What follows belongs to an exercise in optimizing a design on an open flow for small area, a short achievable clock period and few clock cycles; a production flow would make more cautious choices. The RTL was checked by simulation tests, not by an equivalence proof against the original design.

## Mips_Top
module Mips_Top (
  input     wire              CLK,
  input     wire              RST,
  output    wire    [31:0]    PC,
  input     wire    [31:0]    Instr,
  output    wire    [31:0]    DataAddr,
  output    wire    [31:0]    WriteData,
  output    wire              MemWrite,
  input     wire    [31:0]    ReadData);
clock: 24.0 ns
lec_check: 0
cap_margin: 20
core_margin: 2
core_utilization: 40
cts_cluster_diameter: 100
cts_cluster_size: 25
slew_margin: 20
standard.sh (not shown) runs the stock make flow with config.mk's settings and CLKGATE_MAP_FILE= SYNTH_SCRIPT=/design/flow/synth_recipe.tcl, a recipe that flattens the netlist after the stock synthesis.
==> flow/flow/run.sh <==
#!/bin/bash
# The standard ORFS layout, with repair_timing asked for setup slack
# margin: the design is laid out and signed off at the design's clock and
# constraints, and the repair steps aim at a shorter achieved period.
set -euo pipefail
bash standard.sh SETUP_SLACK_MARGIN=17.9 finish > standard.log 2>&1
The starting point went through all stages and came out clean.
Testbench counts at the start, summed over its fixed seeds: cycles 35,985.
==> next run, changes <==
CORE_UTILIZATION = 47   (was 40)
Non-clock buffer count is higher by 49.
Die area is lower by 15%.
Wire length is lower by 0.59%.
Via count is about the same.
Cell count is lower by about 3.3%.
Hold slack got worse by 7.3 ps.
Synthesized cell count is unchanged.
Worst setup slack got worse by 41 ps.
==> next run, changes <==
--- a/flow/flow/run.sh
+++ b/flow/flow/run.sh
@@ -4,3 +4,3 @@
 # constraints, and the repair steps aim at a shorter achieved period.
 set -euo pipefail
-bash standard.sh SETUP_SLACK_MARGIN=17.9 finish > standard.log 2>&1
+bash standard.sh SETUP_SLACK_MARGIN=17.8 finish > standard.log 2>&1
CORE_UTILIZATION = 40   (was 47)
Result: Worst setup slack loses 89 ps; routed wire length went down by about 2%; area after synthesis is unchanged; hold slack gets worse by 47 ps; non-clock buffer count decreases by 83; count of clock-buffer cells in the layout falls by 2; core utilization falls by 8.9 points.
==> next run, changes <==
--- a/flow/flow/run.sh
+++ b/flow/flow/run.sh
@@ -4,3 +4,3 @@
 # constraints, and the repair steps aim at a shorter achieved period.
 set -euo pipefail
-bash standard.sh SETUP_SLACK_MARGIN=17.8 finish > standard.log 2>&1
+bash standard.sh SETUP_SLACK_MARGIN=17.9 finish > standard.log 2>&1
CORE_UTILIZATION = 34   (was 40)
Core utilization fell by 6.2 points; final cell count rose by a few percent; final area rose slightly; count of clock-buffer cells in the layout rose by 3; die area rose by about a fifth; flip-flop and latch count is unchanged; clock skew rose by 6.6 ps.
==> next run, changes <==
==> flow/flow/run.sh (replaced) <==
#!/bin/bash
# The standard ORFS layout (standard.sh), in two calls:
#  1. synthesis and floorplan with no setup margin, so the floorplan's
#     timing repair (which sees no wires yet) leaves the netlist alone;
#  2. the rest, with repair_timing asked for a setup slack margin, so the
#     placed design is repaired towards a shorter achieved period.
# The design is laid out and signed off at the design's clock and
# constraints throughout.
set -euo pipefail
bash standard.sh SETUP_SLACK_MARGIN=0 floorplan > standard_floorplan.log 2>&1
bash standard.sh SETUP_SLACK_MARGIN=18.0 finish > standard.log 2>&1
CORE_UTILIZATION = 40   (was 34)
=> The new run completed with no timing, DRC or antenna violations; wire length grows by 12%; final cell count shrinks by 3.5%; setup slack loses 48 ps; core utilization grows by 7.6 points.
==> next run, changes <==
--- a/flow/flow/run.sh
+++ b/flow/flow/run.sh
@@ -9,3 +9,3 @@
 set -euo pipefail
 bash standard.sh SETUP_SLACK_MARGIN=0 floorplan > standard_floorplan.log 2>&1
-bash standard.sh SETUP_SLACK_MARGIN=18.0 finish > standard.log 2>&1
+bash standard.sh SETUP_SLACK_MARGIN=17.9 finish > standard.log 2>&1
=> Setup slack loses 47 ps; worst hold slack is about the same; synthesized cell count is unchanged.

========
Mips_Top, a different RTL version from the one above (not shown whole).
Size in the first run: ~5,900 cells after synthesis, roughly 1,400 flip-flops, ~160 I/O pins.
clock: 24.0 ns
lec_check: 0
cap_margin: 20
core_margin: 2
core_utilization: 40
cts_cluster_diameter: 100
cts_cluster_size: 25
slew_margin: 20
==> flow/flow/run.sh <==
#!/bin/bash
# The standard ORFS layout (standard.sh), in two calls:
#  1. synthesis and floorplan with no setup margin, so the floorplan's
#     timing repair (which sees no wires yet) leaves the netlist alone;
#  2. the rest, with repair_timing asked for a setup slack margin, so the
#     placed design is repaired towards a shorter achieved period.
# The design is laid out and signed off at the design's clock and
# constraints throughout.
set -euo pipefail
bash standard.sh SETUP_SLACK_MARGIN=0 floorplan > standard_floorplan.log 2>&1
bash standard.sh SETUP_SLACK_MARGIN=17.85 finish > standard.log 2>&1
The first run produced a clean layout.
Testbench counts at the start, summed over its fixed seeds: cycles 35,985.
Rerun with:
--- a/flow/flow/run.sh
+++ b/flow/flow/run.sh
@@ -9,3 +9,3 @@
 set -euo pipefail
 bash standard.sh SETUP_SLACK_MARGIN=0 floorplan > standard_floorplan.log 2>&1
-bash standard.sh SETUP_SLACK_MARGIN=17.85 finish > standard.log 2>&1
+bash standard.sh SETUP_SLACK_MARGIN=17.95 finish > standard.log 2>&1
What happened: The changed run finished but fails on antenna violations. Via count went up by a few percent. Global-route usage grows by 0.53 points. Clock skew hardly moves.

========
Mips_Top, a different RTL version from the one above (not shown whole).
Size in the first run: roughly 6,400 cells after synthesis, about 1,400 flip-flops, roughly 160 I/O pins.
Design Mips_Top, start of the top module:
module Mips_Top (
  input     wire              CLK,
  input     wire              RST,
  output    wire    [31:0]    PC,
  input     wire    [31:0]    Instr,
  output    wire    [31:0]    DataAddr,
  output    wire    [31:0]    WriteData,
  output    wire              MemWrite,
  input     wire    [31:0]    ReadData);
  localparam [5:0] OP_R    = 6'b000000;
  localparam [5:0] OP_ADDI = 6'b001000;
  localparam [5:0] OP_LW   = 6'b100011;
  localparam [5:0] OP_SW   = 6'b101011;
  localparam [5:0] OP_BEQ  = 6'b000100;
  localparam [5:0] OP_J    = 6'b000010;
  localparam [2:0] ALU_ADD = 3'd0;
  localparam [2:0] ALU_SUB = 3'd1;
  localparam [2:0] ALU_AND = 3'd2;
  localparam [2:0] ALU_OR  = 3'd3;
  localparam [2:0] ALU_SLT = 3'd4;
  localparam [2:0] ALU_MUL = 3'd5;
  reg  [31:0] pc_q;
  reg         e_valid;
  reg         e_we, e_lw, e_sw, e_beq, e_mul, e_imm;
  reg  [2:0]  e_op;
  reg  [4:0]  e_dst;
  reg  [15:0] e_immv;
  reg  [31:0] e_A, e_B;
  reg         e_av, e_bv;
  reg         e_fam, e_faw, e_fbm, e_fbw;    
  reg         m_valid;
  reg         m_we, m_lw, m_mul;
  reg  [4:0]  m_dst;
  reg  [31:0] m_alu, m_c;
  reg  [12:0] m_ah, m_bh;
  reg  [31:0] da_q, wd_q;
  reg         mw_q;
  reg         w_valid;
  reg  [4:0]  w_dst;
  reg  [31:0] w_data;
  wire [31:0] rf_rd1, rf_rd2;
  wire        rf_v1, rf_v2;
  Register_File U_Register_File (
    .CLK(CLK), .RST(RST),
    .RA1(Instr[25:21]), .RA2(Instr[20:16]),
    .WE(m_wen), .WA(m_dst), .WD(m_res),
    .RD1(rf_rd1), .RD2(rf_rd2), .V1(rf_v1), .V2(rf_v2));
  wire [5:0]  f_op  = Instr[31:26];
  wire [4:0]  f_rs  = Instr[25:21];
  wire [4:0]  f_rt  = Instr[20:16];
  wire [4:0]  f_rd  = Instr[15:11];
  wire [5:0]  f_fn  = Instr[5:0];
  wire f_isr    = (f_op == OP_R);
  wire f_isaddi = (f_op == OP_ADDI);
  wire f_islw   = (f_op == OP_LW);
  wire f_issw   = (f_op == OP_SW);
  wire f_isbeq  = (f_op == OP_BEQ);
  wire f_isj    = (f_op == OP_J);
  wire [5:0] f_blo = {1'b0, pc_q[6:2]} + 6'd1 + {1'b0, Instr[4:0]};
  wire f_isbu   = f_isbeq & (f_rs == f_rt) & (Instr[15:5] == 11'd0) & ~f_blo[5];
  wire f_isbc   = f_isbeq & ~f_isbu;
  wire f_use_rs = f_isr | f_isaddi | f_islw | f_issw | f_isbc;
  wire f_use_rt = f_isr | f_issw | f_isbc;
  reg  [2:0] f_aluop;
  ...
clock: 24.0 ns
lec_check: 0
cap_margin: 20
core_margin: 2
core_utilization: 40
cts_cluster_diameter: 100
cts_cluster_size: 25
slew_margin: 20
run.sh (not shown) runs the stock make flow with config.mk's settings and CLKGATE_MAP_FILE= SYNTH_SCRIPT=/design/flow/synth_recipe.tcl, a recipe that flattens the netlist after the stock synthesis.
Stock flow here: none of the scripts above is used.
Testbench counts at the start, summed over its fixed seeds: cycles 35,985.
Then changed:
==> flow/flow/run.sh (new file) <==
#!/bin/bash
# The standard ORFS layout, with repair_timing asked for setup slack
# margin: the design is laid out and signed off at the design's clock and
# constraints, and the repair steps aim at a shorter achieved period.
set -euo pipefail
bash standard.sh SETUP_SLACK_MARGIN=17.7 finish > standard.log 2>&1
==> flow/standard.sh (new file) <==
#!/bin/bash
# synth_recipe.tcl (not shown) runs the flow's synth.tcl, then flattens the netlist and writes it again
# the make line also repeats each setting of config.mk as NAME=value (left out here)
make -C /OpenROAD-flow-scripts/flow DESIGN_CONFIG=/design/flow/config.mk WORK_HOME=/design/flow/orfs CLKGATE_MAP_FILE= SYNTH_SCRIPT=/design/flow/synth_recipe.tcl "${@:-finish}"
Settings changed: CTS_CLUSTER_DIAMETER 100 to not set, CTS_CLUSTER_SIZE 25 to not set.
removed: flow/run.sh
Design area grows by 6.1%.
Sequential share of layout area falls by 2.6 points.
Setup slack is better by 1600 ps.
Via count increases by 2.8%.
Synthesized cell count is unchanged.
Global-route usage climbs by 0.45 points.

re-timing with driven ports:
The flow's constraints put no driver on any port. The routed layouts listed below were extracted and timed again, unchanged, in two steps. Step 1, drivers: a clkbuf_16 drives CLK and a buf_2 each remaining input, both assumed. Step 2 times the ports against the registers' clock, not the clock port: input delays grow and output delays shrink by t, the midpoint of the rising clock arrivals with the driver on. Slacks: ideal ports / drivers / drivers and shift; pairs: ideal ports / drivers.
run	shift t [ns]	slack for setup (ns)	worst setup path at the end	latest minus earliest clock arrival (ns)	pins driven straight from the clock port
the first run of note 1	0.844	17.837 / 17.814 / 17.036	input to register	0.080 / 0.080	1
the second run of note 1	0.816	17.796 / 17.834 / 17.018	input to register	0.058 / 0.059	1
the third run of note 1	0.822	17.707 / 17.753 / 16.947	input to register	0.066 / 0.066	1
the fourth run of note 1	0.799	17.832 / 17.792 / 17.031	input to register	0.074 / 0.074	1
the fifth run of note 1	0.838	17.784 / 17.779 / 16.941	input to register	0.081 / 0.082	1
the sixth run of note 1	0.808	17.736 / 17.729 / 16.921	input to register	0.062 / 0.062	1
the first run of note 2	0.843	17.738 / 17.773 / 16.931	input to register	0.062 / 0.063	1
the second run of note 2	0.836	17.837 / 17.845 / 17.020	input to register	0.065 / 0.065	1
the first run of note 3	0.814	16.090 / 16.131 / 15.317	input to register	0.108 / 0.108	1
the second run of note 3	0.881	17.666 / 17.643 / 16.839	input to register	0.071 / 0.070	1
The setup slack of the fifth run of note 1, which loses most, moves by -0.005 ns with the drivers and by -0.843 ns with both steps.
